This design comes from an exercise in tuning for small area and a short achievable clock period on the open sky130 flow, not from production work. The RTL was checked by simulation tests, not by an equivalence proof against the original design. Power and IR drop assume default switching activity. The clock port is modelled as an ideal driver; clocking choices that lean on that would not hold on a real chip.

==> flow/design.v (outline; a module is shown in full before it is edited, if it fits) <==
// module mul_A: 4529 lines
// module fa: 6 lines
// module ha: 6 lines
module mul_A (CLK, RESETn, a, b, y);
  // ...
==> flow/run.sh <==
#!/bin/bash
# synth_recipe.tcl (not shown) runs the flow's synth.tcl, then flattens the netlist and writes it again
# the make line also repeats each setting of config.mk as NAME=value (left out here)
make -C /OpenROAD-flow-scripts/flow DESIGN_CONFIG=/design/flow/config.mk WORK_HOME=/design/flow/orfs CLKGATE_MAP_FILE= SYNTH_SCRIPT=/design/flow/synth_recipe.tcl finish
==> flow/config.mk <==
export PLATFORM = sky130hd
export DESIGN_NAME = mul_A
export DESIGN_NICKNAME = mul_A
export VERILOG_FILES = /design/flow/design.v
export SDC_FILE = /design/flow/constraint.sdc
export NUM_CORES = 4
export LEC_CHECK = 0
export CAP_MARGIN = 20
export CORE_MARGIN = 2
export CORE_UTILIZATION = 70
export CTS_CLUSTER_DIAMETER = 120
export CTS_CLUSTER_SIZE = 32
export SETUP_SLACK_MARGIN = 2.85
export SLEW_MARGIN = 20
export SYNTH_HIERARCHICAL = 1
export SYNTH_MINIMUM_KEEP_SIZE = 0
==> flow/constraint.sdc <==
create_clock -name core_clock -period 5.0 [get_ports {CLK}]
set_input_delay 1.0000 -clock core_clock [delete_from_list [all_inputs] [get_ports {CLK}]]
set_output_delay 1.0000 -clock core_clock [all_outputs]
set_load 0.01 [all_outputs]
==> run_results.csv, run 1 <==
group,metric,value,unit
layout,bufAreaShareNonClock,2.490,%
timing,max_slew_margin,50.23,%
layout,final_common_cell,"dfxtp_1",
synth,ys_top_cells_by_area,"dfxtp_1 (69%), fa_1 (13%), xnor2_1 (6.6%), a22oi_1 (4.9%), ha_1 (1.5%)",
grt,antenna_found_initial,0,
floorplan,io_pins,130,
synth,synth_area_leader_cell,"dfxtp_1",
layout,nFlopsAndLatches,2604,
synth,synth_xor_area_share,6.902,%
synth,ys_seq_elements,2604,
worst_setup_path,timing.critical_path.from,"m7_28_1",
worst_setup_path,r2r_setup_slack,2800,ps
synth,yosysTopAreaCellShare,69.16,%
detailed_routing,wl_met1,47.85,mm
synth,ys_seq_area_share,69.16,%
power,p_clk,9.03,mW
clocking,cts.repair.resized,351,
grt,grt_max_degree,47,
detailed_routing,routed_wl,116.7,mm
power,swShare,27.23,%
worst_setup_path,critical_path_buf_inv_count,0,
synth,async_flop_share,0,%
layout,regArea,52230,sq um
synth,synth_most_common_cell,"dfxtp_1",
outcome,status,"complete, no violations",
clocking,cts_buffers,91,
worst_setup_path,cpLargestDelayFamily,"compound AO/OA/AOI/OAI gates",
grt,met1_usage,25.15,%
layout,nNetsFinal,5653,
==> run 2, diff against run 1 <==
--- a/flow/config.mk
+++ b/flow/config.mk
@@ -7,10 +7,10 @@
 export LEC_CHECK = 0
 export CAP_MARGIN = 20
 export CORE_MARGIN = 2
-export CORE_UTILIZATION = 70
+export CORE_UTILIZATION = 55
 export CTS_CLUSTER_DIAMETER = 120
 export CTS_CLUSTER_SIZE = 32
-export SETUP_SLACK_MARGIN = 2.85
+export SETUP_SLACK_MARGIN = 2.8
 export SLEW_MARGIN = 20
 export SYNTH_HIERARCHICAL = 1
 export SYNTH_MINIMUM_KEEP_SIZE = 0
==> run 2 against run 1 <==
Core utilization decreased by 16 points; cell area increased by 0.19%; flip-flop and latch count unchanged; critical endpoint is now q8_46; routed wire length decreased by 1.4%; largest cell class unchanged; power decreased by 0.75%.
==> run_results.csv, run 2 <==
group,metric,value,unit
floorplan,die_y,374.2,um
clocking,tritoncts,"yes",
worst_setup_path,critPathLaunchType,"flip-flop",
synth,yosys_warnings,7,
detailed_routing,ant_nets,0,
placed_design,routabilityCongestion,0.7838,
layout,layout_common_cells,"dfxtp_1 (2558), xnor2_1 (562), a22oi_1 (496)",
timing,setup_ws,2777,ps
placed_design,dpl_cell_area,78370,sq um
power,p_leak,32.50,nW
clocking,clk_pin_slew,110,ps
outcome,status,"complete, no violations",
worst_setup_path,worstPathRequired,5640,ps
grt,grt_pass1_vias,34900,
synth,netlist_area,75380,sq um
placed_design,placed_cells,6658,
detailed_routing,drc,0,
synth,ys.flop_type,"dfxtp_1",
timing,rsz0062_at_grt,"true",
clocking,cts_root_buf,"clkbuf_16",
synth,synth_area_leader_cell,"dfxtp_1",
synth,ys_seq_area_share,69.16,%
detailed_routing,wl_per_cell,16.97,um
synth,synth-edff-count,0,
detailed_routing,first_iter_violations,1592,
placed_design,hpwlAfterDp,77.85,mm
power,peakVddDrop,0.0004262,V
min_path,hold_path_depth,0,
detailed_routing,vias,33140,
grt,track_usage,16.44,%
synth,syn_inst,4915,
layout,drive_gt1_share,6.475,%
grt,grt_max_degree,71,
power,fin_total_pwr,53.24,mW
synth,ys_top_cells_by_area,"dfxtp_1 (69%), fa_1 (13%), xnor2_1 (6.6%), a22oi_1 (4.9%), ha_1 (1.5%)",
worst_setup_path,r2r_setup_slack,2780,ps
worst_setup_path,critPathCaptureType,"flip-flop",
floorplan,rows,135,
synth,async_flop_share,0,%
grt,grt_first_pass_wirelength,186.4,mm
worst_setup_path,timing.rr.end,"q8_46",
timing,fin_crit,2223,ps
synth,synth_most_common_cell,"dfxtp_1",
timing,skew,34.56,ps
flow_run,maxCapViolCount,0,
min_path,hold_end,"p10[17]",
timing,holdWs,316.4,ps
layout,final_common_cell,"dfxtp_1",
layout,postLayoutCoreUtil,59.75,%
floorplan,io_pins,130,
detailed_routing,routed_wl,115.1,mm
worst_setup_path,crit_arrival,2870,ps
worst_setup_path,path_class,"flip-flop to flip-flop",
detailed_routing,dr.pass1.iters,5,
floorplan,coreArea,135800,sq um
layout,fill_cells,10650,
layout,area_growth,7.642,%
clocking,clk_path_buf_depth,3,
worst_setup_path,max_stage_delay,390,ps
timing,max_slew_margin,44.34,%
synth,syn_nets,5562,
synth,synth_cell_types,52,
floorplan,dieWidth,374.2,um
clocking,clk_latency,750,ps
synth,ys_seq_elements,2604,
timing,slew_viol_final,0,
worst_setup_path,path_max_fanout,6,
worst_setup_path,r2r_start,"m7_28_0",
timing,hold_viol_final,0,
worst_setup_path,crit_chain,"ha_4 -> fa_2 -> a211oi_4 -> o21ai_2 -> o2111ai_4 -> a21boi_4 -> a311oi_2 -> xnor2_1",
clocking,htree_levels,3,
worst_setup_path,cp_slowest_cell,"fa_2",
worst_setup_path,rr_worst_depth,8,
floorplan,die-area,140000,sq um
layout,antenna_cells,0,
layout,fin_area,81140,sq um
floorplan,start_util,55.50,%
layout,nNetsFinal,5643,
synth,syn_avg_cell_area,15.34,sq um
power,powerDensity,656.2,nW/um^2
clocking,clock-sinks,2604,
worst_setup_path,timing.critical_path.from,"m7_28_0",
grt,grt_overflow,0,
timing,fmaxAchievable,449.8,MHz
timing,tightest_slew,834.9,ps
timing,finalCritPeriodShare,44.46,%
synth,synthTopCellsByCount,"dfxtp_1 (2604), xnor2_1 (567), a22oi_1 (496), fa_1 (493), clkbuf_1 (127)",
layout,post_layout_nonfiller_instances,6785,
grt,antenna_found_initial,0,
placed_design,pre_cts_ws,2117,ps
placed_design,portBuffers,129,
min_path,hold_class,"flip-flop to flip-flop",
min_path,min-delay-start,"p9[17]",
timing,setup-tns-final,0,ps
detailed_routing,via_per_inst,4.884,
synth,yosysTopAreaCellShare,69.16,%
timing,finalSetupViolCount,0,
clocking,cts_buffers,91,
-- run 2: critical path, delay by kind of cell, from the launching register on --
kind            cells  cell delay, ps
compound gates      5            1070
xor+xnor            1             160
fa+ha+maj           2             550
flops               1             350
-- run 2: per-layer routing --
metal	part of all wire, %	up-vias	global-route usage, %
li1	-	16090	-
met1	44	16450	20.50
met2	51	438	29.71
met3	3.1	163	2.161
met4	2.3	0	4.869
met5	0	-	0
-- run 2: per-module statistics from Yosys, one instance, submodules excluded --
| module | area, sq um | flops+latches | copies in the design | cells inside |
|---|---|---|---|---|
| fa | 20.02 | 0 | 486 | 1 |
| ha | 12.51 | 0 | 24 | 1 |
| mul_A | 65350 | 2604 | 1 | 4405 |
-- run 2: report_power, final --
group,total (mW),switching [mW],leakage (nW),internal [mW]
Sequential,32.9,2.70,22.0,30.2
Combinational,11.3,5.94,9.35,5.37
Clock,9.04,5.64,1.19,3.41
-- run 2: timing repair --
| item | 4_1_cts | 5_1_grt |
|---|---|---|
| gates cloned | 0 | 0 |
| gates resized for setup | 314 | 57 |
| setup endpoints to repair | 322 | 208 |
| hold endpoints to repair | 0 | 0 |
| pin swaps | 7 | 12 |
| buffers inserted | 8 | 18 |
| hold buffers | 0 | 0 |
-- run 2: area by class of cell --
class | instances | area (sq um) | area share, %
flip-flops and latches | 2604 | 52210 | 64.35
clock buffers | 95 | 2335 | 2.877
multi-input cells | 2043 | 22280 | 27.46
clock inverters | 6 | 78.83 | 0.09715
repair buffers | 200 | 1793 | 2.210
well taps | 1781 | 2228 | 2.746
inverters | 56 | 210.2 | 0.2591
-- run 2: how the worst max path moves through the flow --
stage	end	slack [ps]	depth (start not counted)
after floorplan	m1_10_1	2820	5
after global placement	m7_41_1	2130	5
after detailed placement	m7_42_1	2120	5
after CTS	q8_46	2670	8
after global routing	q8_46	2700	8
final	q8_46	2780	8
-- run 2: kinds of logic (layout without fill, tap and decap cells) --
logic type / after synthesis / count (layout) / share of synthesized area [%]
DFF: 2604 / 2604 / 69.16
xor gates and xnor gates: 594 / 594 / 6.902
muxes: 1 / 1 / 0.01328
and+or+nand+nor: 231 / 231 / 1.698
buffers and inverters: 268 / 357 / 1.464
AOI/OAI and AO/OA: 636 / 636 / 6.211
adders and majority gates: 581 / 581 / 14.55
==> run 3, diff against run 2 <==
--- a/flow/config.mk
+++ b/flow/config.mk
@@ -10,7 +10,7 @@
 export CORE_UTILIZATION = 55
 export CTS_CLUSTER_DIAMETER = 120
 export CTS_CLUSTER_SIZE = 32
-export SETUP_SLACK_MARGIN = 2.8
+export SETUP_SLACK_MARGIN = 2.75
 export SLEW_MARGIN = 20
 export SYNTH_HIERARCHICAL = 1
 export SYNTH_MINIMUM_KEEP_SIZE = 0
==> run 3 against run 2 <==
Still clean on timing, DRC and antenna; area after synthesis did not move; sequential share of layout area is 0.22 points higher; synthesized cell count stayed put; non-clock buffer count down 18; routed wire length decreased by 1.2%; first-iteration DRC count is 4.3% higher; combinational power is essentially flat; critical path type unchanged; highest routed layer unchanged.
==> run_results.csv, run 3 <==
group,metric,value,unit
power,powerDensity,657.6,nW/um^2
timing,slew_viol_final,0,
worst_setup_path,rr_worst_depth,8,
timing,tightest_slew,801.0,ps
min_path,hold_end,"p26[12]",
synth,netlist_area,75380,sq um
detailed_routing,wl_per_cell,16.80,um
detailed_routing,vias,33040,
timing,finalSetupViolCount,0,
floorplan,die_y,374.2,um
detailed_routing,dr.pass1.iters,5,
min_path,hold_path_depth,0,
synth,synth_cell_types,52,
clocking,cts_buffers,91,
min_path,min-delay-start,"p25[12]",
timing,fin_crit,2232,ps
floorplan,start_util,55.50,%
floorplan,die-area,140000,sq um
worst_setup_path,critPathCaptureType,"flip-flop",
placed_design,dpl_cell_area,78360,sq um
grt,grt_max_degree,71,
timing,holdWs,316.7,ps
synth,yosysTopAreaCellShare,69.16,%
layout,multi_input_area,22210,sq um
worst_setup_path,crit_arrival,2840,ps
worst_setup_path,path_class,"flip-flop to flip-flop",
layout,layout_common_cells,"dfxtp_1 (2564), xnor2_1 (567), a22oi_1 (496)",
synth,syn_inst,4915,
clocking,clk_pin_slew,120,ps
worst_setup_path,critPathLaunchType,"flip-flop",
synth,synthTopCellsByCount,"dfxtp_1 (2604), xnor2_1 (567), a22oi_1 (496), fa_1 (493), clkbuf_1 (127)",
layout,fin_area,80850,sq um
floorplan,io_pins,130,
synth,async_flop_share,0,%
layout,postLayoutCoreUtil,59.53,%
detailed_routing,drc,0,
worst_setup_path,worstPathRequired,5610,ps
clocking,clk_path_buf_depth,3,
grt,grt_first_pass_wirelength,185.6,mm
synth,syn_nets,5562,
layout,nNetsFinal,5625,
timing,setup-tns-final,0,ps
worst_setup_path,r2r_setup_slack,2770,ps
grt,grt_pass1_vias,34810,
detailed_routing,first_iter_violations,1660,
clocking,tritoncts,"yes",
clocking,cts_root_buf,"clkbuf_16",
clocking,clk_latency,750,ps
clocking,htree_levels,3,
worst_setup_path,max_stage_delay,390,ps
timing,rsz0062_at_grt,"true",
layout,final_common_cell,"dfxtp_1",
synth,ys.flop_type,"dfxtp_1",
worst_setup_path,crit_chain,"ha_4 -> fa_2 -> a211oi_4 -> o21ai_2 -> o2111ai_2 -> a21boi_4 -> a2111oi_4 -> nor3_1",
layout,drive_gt1_share,5.755,%
synth,synth-edff-count,0,
timing,hold_viol_final,0,
placed_design,portBuffers,129,
outcome,status,"complete, no violations",
synth,yosys_warnings,7,
floorplan,coreArea,135800,sq um
worst_setup_path,path_max_fanout,6,
synth,syn_avg_cell_area,15.34,sq um
layout,fill_cells,10640,
synth,ys_seq_elements,2604,
detailed_routing,ant_nets,0,
flow_run,maxCapViolCount,0,
timing,setup_ws,2768,ps
floorplan,dieWidth,374.2,um
timing,fmaxAchievable,448.1,MHz
synth,ys_top_cells_by_area,"dfxtp_1 (69%), fa_1 (13%), xnor2_1 (6.6%), a22oi_1 (4.9%), ha_1 (1.5%)",
min_path,hold_class,"flip-flop to flip-flop",
detailed_routing,via_per_inst,4.882,
clocking,clock-sinks,2604,
grt,grt_overflow,0,
clocking,ctsHoldBuffers,0,
grt,track_usage,16.37,%
worst_setup_path,cp_slowest_cell,"fa_2",
synth,synth_most_common_cell,"dfxtp_1",
worst_setup_path,timing.rr.end,"q8_44",
synth,ys_seq_area_share,69.16,%
timing,finalCritPeriodShare,44.64,%
synth,synth_area_leader_cell,"dfxtp_1",
placed_design,routabilityCongestion,0.7807,
layout,antenna_cells,0,
power,peakVddDrop,0.0003671,V
timing,max_slew_margin,46.60,%
floorplan,rows,135,
worst_setup_path,r2r_start,"m7_28_1",
layout,regArea,52200,sq um
power,p_leak,32.37,nW
timing,skew,44.35,ps
placed_design,pre_cts_ws,2091,ps
layout,area_growth,7.257,%
placed_design,hpwlAfterDp,77.61,mm
grt,antenna_found_initial,0,
detailed_routing,routed_wl,113.7,mm
-- run 3: worst max path at each step --
stage	startpoint	end	slack (ps)	depth (start not counted)
floorplan	d6_p16	m7_34_1	2770	6
global placement	d6_p16	m7_41_1	2130	5
detailed placement	d6_p16	m7_43_1	2090	5
CTS	m7_28_1	q8_44	2710	8
global route	m7_28_1	q8_46	2680	8
finish	m7_28_1	q8_44	2770	8
-- run 3: worst max-delay path, delay by kind of cell (launching register included) --
family / cells / cell delay [ps]
adders and majority gates: 2 / 550
AOI/OAI and AO/OA: 5 / 1140
DFF: 1 / 350
and+or+nand+nor: 1 / 70
-- run 3: logic make-up after synthesis --
group           after synthesis  synth area share, %
fa+ha+maj                   581                14.55
mux                           1              0.01328
xor+xnor                    594                6.902
flops                      2604                69.16
compound gates              636                6.211
simple gates                231                1.698
buf+inv                     268                1.464
-- run 3: layout make-up --
cell class,count,area share [%]
clock buffer,96,2.919
inverter,56,0.2600
timing repair buffer,182,1.890
multi-input combinational,2043,27.47
clock inverter,6,0.1331
tap,1781,2.756
sequential,2604,64.57
-- run 3: what timing repair did --
| action | in CTS | in global routing |
|---|---|---|
| gates resized for setup | 296 | 32 |
| pin swaps | 9 | 5 |
| endpoints found under the setup margin | 310 | 90 |
| buffers inserted | 6 | 3 |
-- run 3: stage by stage --
stage / std cells / power [mW]
after floorplan: 4915 / 40.38
final: 6768 / 53.16
after global routing: 6768 / 57.12
after global placement: 6657 / 44.33
after detailed placement: 6657 / 44.89
after CTS: 6765 / 54.08
-- run 3: where the power goes --
part           switching [mW]  leakage [nW]  internal [mW]
clock                    5.63          1.21           3.49
combinational            5.85          9.21           5.30
sequential               2.71          22.0           30.2
total                    14.2          32.4           39.0
-- run 3: per-layer routing --
metal | GRT usage, % | wire [um] | vias up | part of all wire [%]
li1 | - | - | 16040 | -
met1 | 20.34 | 49820 | 16370 | 44
met2 | 29.38 | 57430 | 439 | 51
met3 | 2.138 | 3364 | 188 | 3.0
met4 | 5.501 | 3085 | 0 | 2.7
met5 | 0 | 0 | - | 0
-- run 3: Yosys stat by module, one instance, submodules excluded --
module / cells inside / times used / flip-flops and latches
fa: 1 / 486 / 0
mul_A: 4405 / 1 / 2604
ha: 1 / 24 / 0
==> run 4, diff against run 3 <==
--- a/flow/config.mk
+++ b/flow/config.mk
@@ -9,8 +9,8 @@
 export CORE_MARGIN = 2
 export CORE_UTILIZATION = 55
 export CTS_CLUSTER_DIAMETER = 120
-export CTS_CLUSTER_SIZE = 32
-export SETUP_SLACK_MARGIN = 2.75
+export CTS_CLUSTER_SIZE = 30
+export SETUP_SLACK_MARGIN = 2.95
 export SLEW_MARGIN = 20
 export SYNTH_HIERARCHICAL = 1
 export SYNTH_MINIMUM_KEEP_SIZE = 0
==> run 4 against run 3 <==
Sequential power about the same; worst hold slack worse by 4.8 ps; non-clock buffer count grew 59; critical path type unchanged; routed wire length increased by 6.3%; fmax down 1.1%; core utilization up 1.5 points; first-iteration DRC count shrank 5.5%; worst setup slack lost 26 ps; critical path depth shrank 2; flip-flop and latch count unchanged.
==> run_results.csv, run 4 <==
group,metric,value,unit
power,p_leak,33.05,nW
layout,area_growth,9.875,%
timing,rsz0062_at_grt,"true",
synth,syn_avg_cell_area,15.34,sq um
floorplan,start_util,55.50,%
synth,netlist_area,75380,sq um
detailed_routing,ant_nets,0,
worst_setup_path,timing.critical_path.from,"d6_p16",
placed_design,portBuffers,129,
grt,grt_first_pass_wirelength,190.3,mm
worst_setup_path,crit_arrival,2890,ps
clocking,clk_latency,750,ps
worst_setup_path,critPathCaptureType,"flip-flop",
layout,drive_gt1_share,10.24,%
timing,max_slew_margin,44.23,%
grt,track_usage,16.91,%
grt,grt_overflow,0,
synth,ys_seq_area_share,69.16,%
worst_setup_path,cpLargestDelayFamily,"adder cells",
floorplan,die_y,374.2,um
floorplan,io_pins,130,
detailed_routing,first_iter_violations,1568,
worst_setup_path,critPathLaunchType,"flip-flop",
worst_setup_path,rr_worst_depth,6,
floorplan,die-area,140000,sq um
power,peakVddDrop,0.0003448,V
clocking,tritoncts,"yes",
worst_setup_path,worstSetupEndpoint,"m7_42_1",
synth,ys.flop_type,"dfxtp_1",
detailed_routing,dr.pass1.iters,5,
worst_setup_path,timing.rr.end,"m7_42_1",
layout,antenna_cells,0,
outcome,status,"complete, no violations",
grt,grt_pass1_vias,35190,
synth,synth_most_common_cell,"dfxtp_1",
placed_design,pre_cts_ws,2242,ps
power,powerDensity,652.6,nW/um^2
floorplan,rows,135,
placed_design,hpwlAfterDp,77.63,mm
grt,antenna_found_initial,0,
worst_setup_path,path_max_fanout,8,
timing,setup-tns-final,0,ps
synth,synthTopCellsByCount,"dfxtp_1 (2604), xnor2_1 (567), a22oi_1 (496), fa_1 (493), clkbuf_1 (127)",
detailed_routing,routed_wl,120.9,mm
synth,ys_top_cells_by_area,"dfxtp_1 (69%), fa_1 (13%), xnor2_1 (6.6%), a22oi_1 (4.9%), ha_1 (1.5%)",
synth,syn_nets,5562,
clocking,clk_pin_slew,110,ps
clocking,cts_root_buf,"clkbuf_16",
synth,synth-edff-count,0,
layout,nNetsFinal,5689,
timing,slew_viol_final,0,
clocking,clock-sinks,2604,
worst_setup_path,crit_top_cell,"fa_2",
worst_setup_path,cp.depth,6,
synth,yosys_warnings,7,
floorplan,dieWidth,374.2,um
layout,final_common_cell,"dfxtp_1",
worst_setup_path,path_class,"flip-flop to flip-flop",
layout,layout_common_cells,"dfxtp_1 (2517), xnor2_1 (554), a22oi_1 (468)",
detailed_routing,wl_per_cell,17.70,um
worst_setup_path,r2r_start,"d6_p16",
grt,grt_max_degree,71,
worst_setup_path,critical_path_buf_inv_count,2,
timing,skew,29.72,ps
clocking,clk_path_buf_depth,3,
min_path,hold_class,"flip-flop to flip-flop",
timing,tightest_slew,836.6,ps
detailed_routing,via_per_inst,4.922,
detailed_routing,drc,0,
timing,fmaxAchievable,443.0,MHz
worst_setup_path,r2r_setup_slack,2740,ps
placed_design,routabilityCongestion,0.7882,
worst_setup_path,crit_chain,"buf_12 -> buf_16 -> and2_4 -> fa_2 -> fa_2 -> fa_2",
timing,finalSetupViolCount,0,
worst_setup_path,max_stage_delay,530,ps
timing,hold_viol_final,0,
synth,async_flop_share,0,%
worst_setup_path,cp_slowest_cell,"fa_2",
synth,synth_cell_types,52,
timing,setup_ws,2742,ps
synth,synth_area_leader_cell,"dfxtp_1",
detailed_routing,vias,33620,
clocking,cts_buffers,96,
synth,ys_seq_elements,2604,
clocking,htree_levels,3,
synth,yosysTopAreaCellShare,69.16,%
flow_run,maxCapViolCount,0,
timing,fin_crit,2258,ps
floorplan,coreArea,135800,sq um
synth,syn_inst,4915,
timing,finalCritPeriodShare,45.15,%
worst_setup_path,worstPathRequired,5630,ps
==> run 4: cell counts after synthesis <==
Identical to the previous run, type by type.
==> run 4: cell families (layout without fill, tap and decap cells) <==
family	Yosys count	in the layout	synth area share [%]
flops	2604	2604	69.16
compound gates	636	636	6.211
xor+xnor	594	594	6.902
fa+ha+maj	581	581	14.55
buf+inv	268	403	1.464
simple gates	231	231	1.698
mux	1	1	0.01328
==> run 4: Yosys stat by module (local to each module, per instance) <==
module | area [sq um] | flops+latches | times used | cells inside
ha | 12.51 | 0 | 24 | 1
mul_A | 65350 | 2604 | 1 | 4405
fa | 20.02 | 0 | 486 | 1
==> run 4: how the worst min path moves through the flow <==
stage	startpoint	to	slack, ps	cells after the start
finish	l7_25	q8_25	310	0
global route	p20[23]	p21[23]	310	0
detailed placement	a1_17	a2_17	310	0
global placement	q8_7	p9[7]	310	0
CTS	l7_25	q8_25	310	0
floorplan	a0_12	a1_12	310	0
==> run 4: routing by layer <==
| metal | track usage [%] | routed length (um) | vias up |
|---|---|---|---|
| met5 | 0 | 0 | - |
| met4 | 6.193 | 3355 | 0 |
| met3 | 2.234 | 3627 | 192 |
| met2 | 30.52 | 62220 | 523 |
| met1 | 20.63 | 51710 | 16730 |
| li1 | - | - | 16180 |
==> run 4: repair_timing <==
item	in CTS	in global routing
setup endpoints to repair	476	280
gates cloned	4	10
pin swaps	25	36
setup buffers	46	14
gates resized for setup	418	160
endpoints found under the hold margin	0	0
hold buffers	0	0
==> run 4: cell type report <==
type / instances / area, sq um
clock buffer: 100 / 2481
clock inverter: 6 / 87.58
fill: 10430 / 52980
inverter: 56 / 210.2
multi-input combinational: 2043 / 22790
sequential: 2604 / 52290
tap: 1781 / 2228
timing repair buffer: 241 / 2729
==> run 4: power by group <==
part / internal, mW / switching (mW) / total (mW)
logic: 5.70 / 6.15 / 11.9
clock network: 3.60 / 5.67 / 9.26
registers: 30.2 / 2.74 / 32.9
total: 39.5 / 14.6 / 54.1
==> run 4: metrics by stage <==
step	cells	utilization (%)	total power, mW	area (sq um)	hold slack [ps]
3_5_place_dp	6651	57.69	44.99	78350	312.1
3_3_place_gp	6650	57.67	44.49	78320	309.6
2_1_floorplan	4915	-	40.40	75430	309.6
6_report	6831	60.99	54.05	82820	311.9
4_1_cts	6807	60.23	54.58	81790	306.3
5_1_grt	6831	60.99	57.93	82820	314.3
==> run 5, diff against run 4 <==
--- a/flow/config.mk
+++ b/flow/config.mk
@@ -7,10 +7,11 @@
 export LEC_CHECK = 0
 export CAP_MARGIN = 20
 export CORE_MARGIN = 2
-export CORE_UTILIZATION = 55
+export CORE_UTILIZATION = 60
 export CTS_CLUSTER_DIAMETER = 120
 export CTS_CLUSTER_SIZE = 30
-export SETUP_SLACK_MARGIN = 2.95
+export PLACE_DENSITY = 0.7
+export SETUP_SLACK_MARGIN = 2.85
 export SLEW_MARGIN = 20
 export SYNTH_HIERARCHICAL = 1
 export SYNTH_MINIMUM_KEEP_SIZE = 0
==> run 5 against run 4 <==
Die area is 8.2% lower; combinational power is 5% lower; clock skew rose by 8.6 ps; area after synthesis did not move; critical path depth grew 2; clock power shrank 1%; critical path type unchanged.
==> run_results.csv, run 5 <==
group,metric,value,unit
outcome,status,"complete, no violations",
power,p_seq_share,61.7,%
timing,slew_viol_final,0,
timing,fin_crit,2252,ps
worst_setup_path,critPathLaunchType,"flip-flop",
synth,synth_most_common_cell,"dfxtp_1",
detailed_routing,routed_wl,112.5,mm
worst_setup_path,timing.critical_path.from,"m7_28_1",
worst_setup_path,path_max_fanout,5,
clocking,clk_latency,740,ps
worst_setup_path,r2r_start,"m7_28_1",
timing,rsz0062_at_grt,"true",
detailed_routing,ant_nets,0,
timing,finalCritPeriodShare,45.05,%
synth,async_flop_share,0,%
timing,skew,38.32,ps
floorplan,start_util,60.26,%
synth,yosysTopAreaCellShare,69.16,%
synth,ys.flop_type,"dfxtp_1",
synth,ys_seq_elements,2604,
synth,synth-edff-count,0,
worst_setup_path,crit_arrival,2900,ps
detailed_routing,via_per_inst,5.006,
synth,ys_top_cells_by_area,"dfxtp_1 (69%), fa_1 (13%), xnor2_1 (6.6%), a22oi_1 (4.9%), ha_1 (1.5%)",
min_path,hold_class,"flip-flop to flip-flop",
grt,grt_pass1_vias,35070,
floorplan,rows,130,
worst_setup_path,timing.rr.end,"q8_46",
grt,antenna_found_initial,0,
layout,layout_common_cells,"dfxtp_1 (2542), xnor2_1 (563), a22oi_1 (495)",
synth,yosys_warnings,7,
clocking,tritoncts,"yes",
worst_setup_path,path_class,"flip-flop to flip-flop",
layout,area_growth,7.886,%
floorplan,dieWidth,358.4,um
grt,grt_max_degree,71,
synth,synthTopCellsByCount,"dfxtp_1 (2604), xnor2_1 (567), a22oi_1 (496), fa_1 (493), clkbuf_1 (127)",
placed_design,hpwlAfterDp,76.16,mm
power,p_comb_share,21.1,%
floorplan,coreArea,125100,sq um
power,p_clk_share,17.1,%
placed_design,routabilityCongestion,0.8337,
layout,final_common_cell,"dfxtp_1",
worst_setup_path,worstSetupEndpoint,"q8_46",
detailed_routing,dr.pass1.iters,5,
synth,synth_area_leader_cell,"dfxtp_1",
power,p_int,39.14,mW
floorplan,io_pins,130,
layout,regArea,52230,sq um
synth,syn_nets,5562,
synth,netlist_area,75380,sq um
layout,fin_area,81320,sq um
timing,fmaxAchievable,444.0,MHz
placed_design,dpl_cell_area,78200,sq um
layout,fill_cells,8905,
layout,multi_input_area,22310,sq um
timing,tightest_slew,717.9,ps
clocking,clk_path_buf_depth,3,
power,p_leak,32.57,nW
synth,syn_avg_cell_area,15.34,sq um
grt,grt_overflow,0,
floorplan,die-area,128500,sq um
flow_run,maxCapViolCount,0,
clocking,htree_levels,3,
grt,track_usage,17.71,%
power,swShare,26.69,%
layout,nNetsFinal,5645,
floorplan,die_y,358.4,um
clocking,cts_root_buf,"clkbuf_16",
timing,setup-tns-final,0,ps
grt,grt_first_pass_wirelength,182.8,mm
layout,drive_gt1_share,7.236,%
clocking,clock-sinks,2604,
detailed_routing,first_iter_violations,1653,
synth,synth_cell_types,52,
detailed_routing,vias,33320,
timing,max_slew_margin,52.14,%
synth,syn_inst,4915,
power,peakVddDrop,0.0003694,V
clocking,cts_buffers,96,
worst_setup_path,worstPathRequired,5640,ps
timing,hold_viol_final,0,
worst_setup_path,critPathCaptureType,"flip-flop",
placed_design,portBuffers,129,
timing,holdWs,313.2,ps
synth,ys_seq_area_share,69.16,%
worst_setup_path,rr_worst_depth,8,
clocking,clk_pin_slew,110,ps
worst_setup_path,r2r_setup_slack,2750,ps
timing,finalSetupViolCount,0,
detailed_routing,drc,0,
clocking,ctsHoldBuffers,0,
power,powerDensity,656.5,nW/um^2
detailed_routing,wl_per_cell,16.91,um
power,p_switching,14.25,mW
## run 5: cell counts after synthesis
No cell type changed its count.
## run 5: per-module statistics from Yosys (local to each module, per instance)
module / flip-flops and latches / area [sq um] / copies in the design
ha: 0 / 12.51 / 24
mul_A: 2604 / 65350 / 1
fa: 0 / 20.02 / 486
## run 5: power groups by stage
stage	combinational, mW	clock, mW	sequential (mW)
floorplan	7.89	0	32.5
global placement	10.8	0	33.3
detailed placement	11.2	0	33.6
CTS	11.4	9.54	33.2
global route	13.1	10.2	33.9
finish	11.3	9.15	32.9
## run 5: cell type report
cell class                      instances  area share [%]
Clock inverter                          6          0.1062
Antenna cell                            2        0.006154
Multi-Input combinational cell       2043           27.44
Tap cell                             1650           2.539
Sequential cell                      2604           64.22
Inverter                               56          0.2585
Clock buffer                           97           2.985
Timing Repair Buffer                  197           2.445
## run 5: how the worst min path moves through the flow
stage | depth (start not counted) | startpoint | slack (ps) | end
2_1_floorplan | 0 | a0_12 | 310 | a1_12
3_3_place_gp | 0 | p14[20] | 310 | p15[20]
3_5_place_dp | 0 | a1_18 | 310 | a2_18
4_1_cts | 0 | q8_0 | 320 | p9[0]
5_1_grt | 0 | p13[45] | 330 | p14[45]
6_report | 0 | q8_0 | 310 | p9[0]
## run 5: routing by layer
metal	GRT usage, %	routed length [um]
met2	32.47	58320
met1	21.38	47850
met3	2.239	3505
met4	6.285	2868
met5	0	0
## run 5: repair_timing
action / CTS / global route
pin swaps: 9 / 23
setup endpoints to repair: 319 / 251
buffers inserted: 10 / 8
resized for setup: 327 / 110
cloned: 3 / 1
## run 5: per-stage QoR
step / worst slack (ps) / instances / total power, mW / utilization, %
after floorplan: 2816 / 4915 / 40.38 / -
after global placement: 2177 / 6528 / 44.10 / 62.52
after detailed placement: 2159 / 6528 / 44.80 / 62.52
after CTS: 2660 / 6644 / 54.10 / 64.63
final: 2748 / 6655 / 53.39 / 65.02
after global routing: 2702 / 6653 / 57.21 / 65.01
## run 5: kinds of logic after synthesis
group                    count (synthesis)  share of synthesized area, %
buffers and inverters                  268                         1.464
XOR/XNOR                               594                         6.902
AO/OA/AOI/OAI                          636                         6.211
multiplexers                             1                       0.01328
AND/OR/NAND/NOR                        231                         1.698
adder cells (fa/ha/maj)                581                         14.55
flip-flops                            2604                         69.16
## run 5: critical path: stages (launching register included)
cell,delay [ps]
dfxtp_2,350
ha_4,170
fa_2,370
a211oi_4,260
o21ai_2,110
o2111ai_2,280
a21boi_4,140
a311oi_2,350
xnor2_1,150
==> run 6, diff against run 5 <==
--- a/flow/config.mk
+++ b/flow/config.mk
@@ -7,10 +7,9 @@
 export LEC_CHECK = 0
 export CAP_MARGIN = 20
 export CORE_MARGIN = 2
-export CORE_UTILIZATION = 60
-export CTS_CLUSTER_DIAMETER = 120
-export CTS_CLUSTER_SIZE = 30
-export PLACE_DENSITY = 0.7
+export CORE_UTILIZATION = 55
+export CTS_CLUSTER_DIAMETER = 70
+export CTS_CLUSTER_SIZE = 32
 export SETUP_SLACK_MARGIN = 2.85
 export SLEW_MARGIN = 20
 export SYNTH_HIERARCHICAL = 1
==> run 6 against run 5 <==
Worst setup slack improved by 27 ps; largest power group unchanged; sequential power barely moved; cell area rose by 2.6%; sequential share of layout area fell by 1.6 points; critical path type unchanged.
==> run_results.csv, run 6 <==
group,metric,value,unit
outcome,status,"complete, no violations",
detailed_routing,first_iter_violations,1541,
clocking,cts_buffers,131,
power,fin_total_pwr,56.63,mW
detailed_routing,wl_per_cell,17.05,um
detailed_routing,via_per_inst,4.867,
synth,synth-edff-count,0,
power,p_clk_share,21.8,%
worst_setup_path,path_max_fanout,8,
layout,area_growth,10.64,%
timing,hold_viol_final,0,
worst_setup_path,critPathLaunchType,"flip-flop",
grt,grt_first_pass_wirelength,190.9,mm
layout,nNetsFinal,5681,
floorplan,io_pins,130,
detailed_routing,routed_wl,117.6,mm
timing,fmaxAchievable,449.3,MHz
placed_design,portBuffers,129,
power,p_seq_share,58.2,%
synth,netlist_area,75380,sq um
detailed_routing,vias,33560,
clocking,tritoncts,"yes",
placed_design,hpwlAfterDp,78.77,mm
synth,syn_avg_cell_area,15.34,sq um
layout,postLayoutCoreUtil,61.41,%
synth,yosysTopAreaCellShare,69.16,%
timing,rsz0062_at_grt,"true",
layout,drive_gt1_share,8.977,%
placed_design,routabilityCongestion,0.7916,
timing,setup_ws,2774,ps
floorplan,start_util,55.50,%
synth,async_flop_share,0,%
power,swShare,27.05,%
detailed_routing,drc,0,
worst_setup_path,crit_arrival,2840,ps
synth,synth_most_common_cell,"dfxtp_1",
flow_run,maxCapViolCount,0,
clocking,clk_latency,780,ps
layout,fin_area,83400,sq um
detailed_routing,ant_nets,0,
floorplan,dieWidth,374.2,um
clocking,cts_root_buf,"clkbuf_16",
timing,finalCritPeriodShare,44.51,%
layout,final_common_cell,"dfxtp_1",
synth,ys_seq_area_share,69.16,%
floorplan,coreArea,135800,sq um
grt,track_usage,16.95,%
worst_setup_path,path_class,"flip-flop to flip-flop",
grt,antenna_found_initial,1,
detailed_routing,dr.pass1.iters,5,
clocking,htree_levels,4,
timing,skew,41.03,ps
power,p_leak,33.47,nW
synth,synth_cell_types,52,
power,peakVddDrop,0.0004590,V
placed_design,placed_cells,6657,
clocking,clock-sinks,2604,
timing,max_slew_margin,45.95,%
timing,fin_crit,2226,ps
placed_design,dpl_cell_area,78390,sq um
timing,setup-tns-final,0,ps
worst_setup_path,critPathCaptureType,"flip-flop",
synth,syn_nets,5562,
timing,finalSetupViolCount,0,
timing,tightest_slew,810.7,ps
layout,fill_cells,10500,
layout,layout_common_cells,"dfxtp_1 (2552), xnor2_1 (565), a22oi_1 (496)",
clocking,clk_pin_slew,100,ps
grt,grt_max_degree,71,
placed_design,pre_cts_ws,2328,ps
floorplan,die_y,374.2,um
synth,synth_area_leader_cell,"dfxtp_1",
synth,syn_inst,4915,
synth,synthTopCellsByCount,"dfxtp_1 (2604), xnor2_1 (567), a22oi_1 (496), fa_1 (493), clkbuf_1 (127)",
layout,antenna_cells,0,
grt,grt_pass1_vias,35740,
clocking,clk_path_buf_depth,3,
synth,yosys_warnings,7,
layout,post_layout_nonfiller_instances,6894,
synth,ys.flop_type,"dfxtp_1",
power,p_comb_share,20.0,%
worst_setup_path,r2r_setup_slack,2770,ps
synth,ys_top_cells_by_area,"dfxtp_1 (69%), fa_1 (13%), xnor2_1 (6.6%), a22oi_1 (4.9%), ha_1 (1.5%)",
grt,grt_overflow,0,
floorplan,die-area,140000,sq um
power,powerDensity,679.0,nW/um^2
min_path,hold_class,"flip-flop to flip-flop",
power,p_int,41.31,mW
floorplan,rows,135,
synth,ys_seq_elements,2604,
worst_setup_path,worstPathRequired,5620,ps
timing,slew_viol_final,0,
clocking,ctsHoldBuffers,0,
timing,holdWs,318.7,ps
power,p_switching,15.32,mW
==> run 6: cell count changes in the layout (fill, tap and decap cells not counted), moves of 12 or more <==
cell       change
clkinv_8      +12
buf_2         +19
clkbuf_16     +41
dfxtp_2       -14
buf_6         -26
==> run 6: worst paths after layout <==
| path | from | to | cells after the start |
|---|---|---|---|
| setup / recovery | d6_p16 | m7_47_1 | 5 |
| hold / removal | p11[40] | p12[40] | 0 |
| setup reg to reg | d6_p16 | m7_47_1 | 5 |
| hold reg to reg | p11[40] | p12[40] | 0 |
==> run 6: power by group through the flow <==
stage          clock network, mW  registers, mW  logic [mW]
4_1_cts                     12.8           33.2        11.5
3_3_place_gp                   0           33.4        11.1
2_1_floorplan                  0           32.5        7.89
5_1_grt                     13.6           33.9        13.1
6_report                    12.4           32.9        11.3
3_5_place_dp                   0           33.6        11.3
==> run 6: cells by family (layout without fill, tap and decap cells) <==
| family | Yosys count | after routing | synth area share, % |
|---|---|---|---|
| flops | 2604 | 2604 | 69.16 |
| compound gates | 636 | 636 | 6.211 |
| xor+xnor | 594 | 594 | 6.902 |
| fa+ha+maj | 581 | 581 | 14.55 |
| buf+inv | 268 | 466 | 1.464 |
| simple gates | 231 | 231 | 1.698 |
| mux | 1 | 1 | 0.01328 |
==> run 6: Yosys stat by module, one instance, submodules excluded <==
module  cells inside  cell area [sq um]  times used
fa                 1              20.02         486
mul_A           4405              65350           1
ha                 1              12.51          24
==> run 6: worst max-delay path, cell delays in order, from the launching register on <==
cell and delay, ps:
dfxtp_4 440, buf_12 170, and2_1 140, fa_2 350, fa_2 550, fa_1 410
==> run 6: per-layer routing <==
metal | wire (um) | vias to the layer above | track usage [%]
li1 | - | 16270 | -
met1 | 51290 | 16550 | 20.81
met2 | 59020 | 496 | 30.10
met3 | 3494 | 240 | 2.680
met4 | 3777 | 0 | 6.254
met5 | 0 | - | 0
==> run 6: cell type report <==
class	instances	area [sq um]	share of cell area, %
clock buffer	144	3453	4.141
multi-input combinational	2043	22310	26.75
timing repair buffer	198	1959	2.349
clock inverter	68	1016	1.218
tap	1781	2228	2.672
inverter	56	210.2	0.2520
sequential	2604	52230	62.62
==> run 6: what timing repair did <==
action | CTS | global route
pin swaps | 18 | 14
resized for setup | 353 | 62
buffers inserted | 14 | 8
setup endpoints to repair | 374 | 242
cloned | 2 | 1

## static timing again, ports no longer ideal
In the flow no input, the clock included, has a driving cell. The finished layouts below were timed again as built, in two steps.
Step 1 sets driving cells, clkbuf_16 on the clock port and buf_2 on the other inputs (assumed; they add their load-dependent delay and slew).
Step 2 moves the port delays by t, midway between the first and last clock arrival at a register: inputs arrive t later, outputs are due t later. That takes back most of the time a late clock gives input paths.
a / b / c = ideal ports / drivers / drivers and shift; a / b = the first two.
run | t (ns) | slack for setup (ns) | latest minus earliest clock arrival (ns)
run 1 | 0.784 | 2.797 / 2.756 / 2.797 | 0.047 / 0.047
run 2 | 0.806 | 2.777 / 2.746 / 2.777 | 0.044 / 0.044
run 3 | 0.808 | 2.768 / 2.749 / 2.768 | 0.054 / 0.054
run 4 | 0.810 | 2.742 / 2.742 / 2.742 | 0.043 / 0.044
run 5 | 0.795 | 2.748 / 2.748 / 2.748 | 0.048 / 0.048
run 6 | 0.834 | 2.774 / 2.701 / 2.774 | 0.044 / 0.044
After both steps setup and hold are still met in every run listed.
